Background: an optimization exercise with open tools, aiming at small area. Do not read the settings as production practice. The RTL was checked by simulation tests, not by an equivalence proof against the original design. The clock port is modelled as an ideal driver; clocking choices that lean on that would not hold on a real chip. Power figures rest on the tool's default switching activity, not on a simulated workload.

Setup of lane 1:
// Top
module Top(
    input i_Clk, i_Rst,
    input [3:0] i_Keyboard,
    output [6:0] o_FND0, o_FND1, o_FND2,
    output [7:0] o_Red, o_Green, o_Blue,
    output o_Clk, o_blank, o_hsync, o_vsync,
    output [1:0] o_LED0,
    output [3:0] o_LED1,
    output [3:0] o_LED2);
Size: about 110 flip-flops, ~65 I/O pins, roughly 7200 um2 of cells after synthesis.
clock: 20.0 ns
lec_check: 0
cap_margin: 20
core_margin: 2
core_utilization: 40
slew_margin: 20
standard.sh (not shown) runs the stock make flow with config.mk's settings and CLKGATE_MAP_FILE= SYNTH_SCRIPT=/design/flow/synth_recipe.tcl, a recipe that flattens the netlist after the stock synthesis.
==> flow/flow/run.sh <==
#!/bin/bash
# Layout flow: the standard ORFS flow (standard.sh), changed only in how
# cells are chosen:
#  - synthesis is the standard flow's script (synth_recipe.tcl's steps, same registers),
#    except that ABC maps the logic with an area-oriented script (abc.script,
#    run with eight &deepsyn seeds, keeping the smallest result)
#    and adders are left to ABC instead of full/half-adder cells;
#    pass-through wires get buf_1 instead of buf_4
#  - ports are buffered with buf_1
#  - clock tree: built by cts_pre.tcl (root clkbuf_8, leaf clkbuf_4/8/16 buffers)
# Every tool writes its full log under orfs/logs; make's output is in flow.log.
set -euo pipefail
F=$(cd "$(dirname "${BASH_SOURCE[0]}")" && pwd)
export MY_FLOW_DIR=$F
export MY_ABC_SEEDS="0 1 2 3 4 5 6 7"
bash standard.sh \
  SYNTH_SCRIPT=$F/synth.tcl \
  ADDER_MAP_FILE= \
  "MIN_BUF_CELL_AND_PORTS=sky130_fd_sc_hd__buf_1 A X" \
  "BUFFER_PORTS_ARGS=-buffer_cell sky130_fd_sc_hd__buf_1" \
  PRE_CTS_TCL=$F/cts_pre.tcl \
  "CTS_ARGS=-buf_list sky130_fd_sc_hd__clkbuf_8 -dont_use_dummy_load -clk_nets i_Clk" \
  finish > flow.log 2>&1
Other scripts of this flow, unchanged in this note and not shown: flow/flow/abc.script, flow/flow/cts_pre.tcl, flow/flow/manual_cts_lib.tcl, flow/flow/synth.tcl
Lane 1 did not stop at any stage, and its layout met the timing, design-rule and antenna checks.
Changes in lane 2 relative to lane 1:
-- flow/flow/run.sh --
<<< lane 1, line 4
#  - synthesis is the standard flow's script (synth_recipe.tcl's steps, same registers),
#    except that ABC maps the logic with an area-oriented script (abc.script,
#    run with eight &deepsyn seeds, keeping the smallest result)
#    and adders are left to ABC instead of full/half-adder cells;
#    pass-through wires get buf_1 instead of buf_4
>>> lane 2, line 4
#  - synthesis is the standard flow's script (synth_recipe.tcl's steps, same registers),
#    except that ABC maps the logic with an area-oriented script (abc.script,
#    run with four &deepsyn seeds, keeping the smallest result)
#    and adders are left to ABC instead of full/half-adder cells;
#    pass-through wires get buf_1 instead of buf_4
<<< lane 1, line 13
F=$(cd "$(dirname "${BASH_SOURCE[0]}")" && pwd)
export MY_FLOW_DIR=$F
export MY_ABC_SEEDS="0 1 2 3 4 5 6 7"
bash standard.sh \
  SYNTH_SCRIPT=$F/synth.tcl \
>>> lane 2, line 13
F=$(cd "$(dirname "${BASH_SOURCE[0]}")" && pwd)
export MY_FLOW_DIR=$F
export MY_ABC_SEEDS="0 1 2 3"
bash standard.sh \
  SYNTH_SCRIPT=$F/synth.tcl \
Results
- Reported for lane 2 and lane 1, initial antenna violation count turned out identical to the last digit.
- Final cell area: lane 2 above lane 1
- On via count, lane 1 tracks lane 2 almost exactly.
- Going from lane 1 to lane 2, data arrival time at the worst-slack endpoint shrinks by 0.10 ns.
- Lane 2 has number of standard cells in the final layout excluding fillers above what lane 1 had.
- Of lane 2 and lane 1, the run reporting the higher sequential power was lane 1.
- Lane 1 → lane 2: final setup slack of the worst path climbed 0.099 ns, total power dropped about 3.3%, netlist area before placement climbed 0.63%, routed wire length dropped about 0.7%.
- The clock-net power was comparable across lane 2 and lane 1.

Top, a different RTL version from the one above (not shown whole).
Size: ~110 flip-flops, about 65 I/O pins, ~7200 um^2 of cells after synthesis.
Design Top, start of the top module:
module Top(
    input i_Clk, i_Rst,
    input [3:0] i_Keyboard,
    output [6:0] o_FND0, o_FND1, o_FND2,
    output [7:0] o_Red, o_Green, o_Blue,
    output o_Clk, o_blank, o_hsync, o_vsync,
    output [1:0] o_LED0,
    output [3:0] o_LED1,
    output [3:0] o_LED2);
Settings: LEC_CHECK=0, CAP_MARGIN=20, CORE_MARGIN=2, CORE_UTILIZATION=40, SLEW_MARGIN=20; clock period 20.0 ns.
==> flow/flow/run.sh <==
#!/bin/bash
# Layout flow: the standard ORFS flow (standard.sh), changed only in how
# cells are chosen:
#  - synthesis is the standard flow's script (synth_recipe.tcl's steps, same registers),
#    except that ABC maps the logic with an area-oriented script (abc.script,
#    run with four &deepsyn seeds, keeping the smallest result)
#    and adders are left to ABC instead of full/half-adder cells;
#    pass-through wires get buf_1 instead of buf_4
#  - ports are buffered with buf_1
#  - clock tree: built by cts_pre.tcl (root clkbuf_8, leaf clkbuf_4/8 buffers)
# Every tool writes its full log under orfs/logs; make's output is in flow.log.
set -euo pipefail
F=$(cd "$(dirname "${BASH_SOURCE[0]}")" && pwd)
export MY_FLOW_DIR=$F
export MY_ABC_SEEDS="0 1 2 3"
bash standard.sh \
  SYNTH_SCRIPT=$F/synth.tcl \
  ADDER_MAP_FILE= \
  "MIN_BUF_CELL_AND_PORTS=sky130_fd_sc_hd__buf_1 A X" \
  "BUFFER_PORTS_ARGS=-buffer_cell sky130_fd_sc_hd__buf_1" \
  PRE_CTS_TCL=$F/cts_pre.tcl \
  "CTS_ARGS=-buf_list sky130_fd_sc_hd__clkbuf_8 -dont_use_dummy_load -clk_nets i_Clk" \
  finish > flow.log 2>&1
==> flow/flow/cts_pre.tcl <==
# Hand-built two-level clock tree (ORFS PRE_CTS hook): a root clkbuf_8 fed by
# the clock port drives leaf clkbuf_4 buffers (clkbuf_8 where a cluster needs it), each placed at the centre of a
# cluster of flip-flops (k-means on their positions). The number of leaves is
# the smallest (from 6) whose estimated clock pin slew is at most 88 ps. CTS
# then skips the clock net (CTS_ARGS -clk_nets i_Clk), and the flow goes on as
# usual (detailed placement, timing repair).
source [file join [file dirname [info script]] manual_cts_lib.tcl]
build_clock_tree i_Clk 6 30 0.088 sky130_fd_sc_hd__clkbuf_4 sky130_fd_sc_hd__clkbuf_8 sky130_fd_sc_hd__clkbuf_8
==> flow/flow/synth.tcl <==
# synth_recipe.tcl with one change: the abc call maps with abc.script, run once
# per seed in $MY_ABC_SEEDS (the seed of ABC's &deepsyn), keeping the mapping
# with the smallest cell area.
proc synth {args} { yosys synth -nofsm -noshare {*}$args }
proc abc {args} {
  set i [lsearch -exact $args -script]
  set base [file join $::env(MY_FLOW_DIR) abc.script]
  set best_area ""
  set best_seed ""
  yosys design -save pre_abc
  foreach seed $::env(MY_ABC_SEEDS) {
    yosys design -load pre_abc
    set f [open $base r]; set txt [read $f]; close $f
    set script [file join $::env(OBJECTS_DIR) abc_seed$seed.script]
    set f [open $script w]; puts -nonewline $f [string map [list "&deepsyn " "&deepsyn -S $seed "] $txt]; close $f
    set a [lreplace $args [expr {$i + 1}] [expr {$i + 1}] $script]
    yosys abc {*}$a
    set st [tee -q -s result.string stat {*}$::lib_args]
    regexp {Chip area for module[^:]*:\s*([0-9.]+)} $st -> area
    puts "abc seed $seed: area $area"
    if { $best_area eq "" || $area < $best_area } {
      set best_area $area
      set best_seed $seed
      yosys design -save best_abc
    }
  }
  puts "abc: keeping seed $best_seed (area $best_area)"
  yosys design -load best_abc
}
source $::env(SCRIPTS_DIR)/synth.tcl
# left out here: clear keep_hierarchy, flatten, clean up, hide names made inside functions, write 1_2_yosys.v
Other scripts of this flow, unchanged in this note and not shown: flow/flow/abc.script, flow/flow/manual_cts_lib.tcl
The baseline produced a clean layout.
Edit:
--- a/flow/flow/run.sh
+++ b/flow/flow/run.sh
@@ -5,2 +5 @@
-#    except that ABC maps the logic with an area-oriented script (abc.script,
-#    run with four &deepsyn seeds, keeping the smallest result)
+#    except that ABC maps the logic with an area-oriented script (abc.script)
@@ -10 +9 @@
-#  - clock tree: built by cts_pre.tcl (root clkbuf_8, leaf clkbuf_4/8 buffers)
+#  - clock tree: built by cts_pre.tcl (root + leaf clkbuf_8 buffers)
@@ -14,2 +13 @@
-export MY_FLOW_DIR=$F
-export MY_ABC_SEEDS="0 1 2 3"
+export MY_ABC_SCRIPT=$F/abc.script
==> flow/flow/cts_pre.tcl (replaced) <==
# Hand-built two-level clock tree (ORFS PRE_CTS hook): a root clkbuf_8 fed by
# the clock port drives leaf clkbuf_8 buffers (clkbuf_16 where a cluster needs it), each placed at the centre of a
# cluster of flip-flops (k-means on their positions). The number of leaves is
# the smallest (from 4) whose estimated clock pin slew is at most 88 ps. CTS
# then skips the clock net (CTS_ARGS -clk_nets i_Clk), and the flow goes on as
# usual (detailed placement, timing repair).
source [file join [file dirname [info script]] manual_cts_lib.tcl]
build_clock_tree i_Clk 4 24 0.088 sky130_fd_sc_hd__clkbuf_8 sky130_fd_sc_hd__clkbuf_16 sky130_fd_sc_hd__clkbuf_8
==> flow/flow/synth.tcl (replaced) <==
# synth_recipe.tcl with one change: the abc call uses $MY_ABC_SCRIPT.
proc synth {args} { yosys synth -nofsm -noshare {*}$args }
proc abc {args} {
  set i [lsearch -exact $args -script]
  if { $i >= 0 } { set args [lreplace $args [expr {$i + 1}] [expr {$i + 1}] $::env(MY_ABC_SCRIPT)] }
  yosys abc {*}$args
}
source $::env(SCRIPTS_DIR)/synth.tcl
# left out here: clear keep_hierarchy, flatten, clean up, hide names made inside functions, write 1_2_yosys.v
Core utilization climbs by 0.38 points.
Worst setup slack is better by 99 ps.
Fmax climbs by 1.1%.
Edit:
--- a/flow/flow/run.sh
+++ b/flow/flow/run.sh
@@ -9 +9 @@
-#  - clock tree: built by cts_pre.tcl (root + leaf clkbuf_8 buffers)
+#  - clock tree: built by cts_pre.tcl (root clkbuf_8, leaf clkbuf_4/8 buffers)
==> flow/flow/cts_pre.tcl (replaced) <==
# Hand-built two-level clock tree (ORFS PRE_CTS hook): a root clkbuf_8 fed by
# the clock port drives leaf clkbuf_4 buffers (clkbuf_8 where a cluster needs it), each placed at the centre of a
# cluster of flip-flops (k-means on their positions). The number of leaves is
# the smallest (from 6) whose estimated clock pin slew is at most 88 ps. CTS
# then skips the clock net (CTS_ARGS -clk_nets i_Clk), and the flow goes on as
# usual (detailed placement, timing repair).
source [file join [file dirname [info script]] manual_cts_lib.tcl]
build_clock_tree i_Clk 6 30 0.088 sky130_fd_sc_hd__clkbuf_4 sky130_fd_sc_hd__clkbuf_8 sky130_fd_sc_hd__clkbuf_8
Outcome: Die area is unchanged. Fmax is lower by about 0.34%. Register-to-register slack is worse by 20 ps. Worst hold slack barely changes. Cell area is about the same.

-- re-timing with driven ports --
No port has a modelled driver above. Below, the same layouts with a new extraction and two added sets of constraints.
Step 1, drivers: a clkbuf_16 drives i_Clk and a buf_2 each remaining input, both assumed.
Step 2 also shifts input and output timing later by t, the mid clock arrival at the registers, as if the neighbouring blocks saw the same clock.
Three values: ideal, step 1, step 2; two values: the first two.
| run | t (ns) | slack for setup (ns) | latest minus earliest clock arrival (ns) | worst data-port slew with drivers (ns) |
|---|---|---|---|---|
| lane 1 | 0.433 | 10.742 / 10.707 / 11.140 | 0.013 / 0.014 | 0.03 |
| lane 2 | 0.444 | 10.841 / 10.809 / 11.253 | 0.028 / 0.028 | 0.03 |
| the first run of note 2 | 0.466 | 10.770 / 10.736 / 11.202 | 0.030 / 0.030 | 0.03 |
| the second run of note 2 | 0.446 | 10.870 / 10.833 / 11.279 | 0.010 / 0.010 | 0.03 |
| the third run of note 2 | 0.455 | 10.839 / 10.811 / 11.266 | 0.033 / 0.033 | 0.03 |
After both steps every run listed still meets setup and hold.
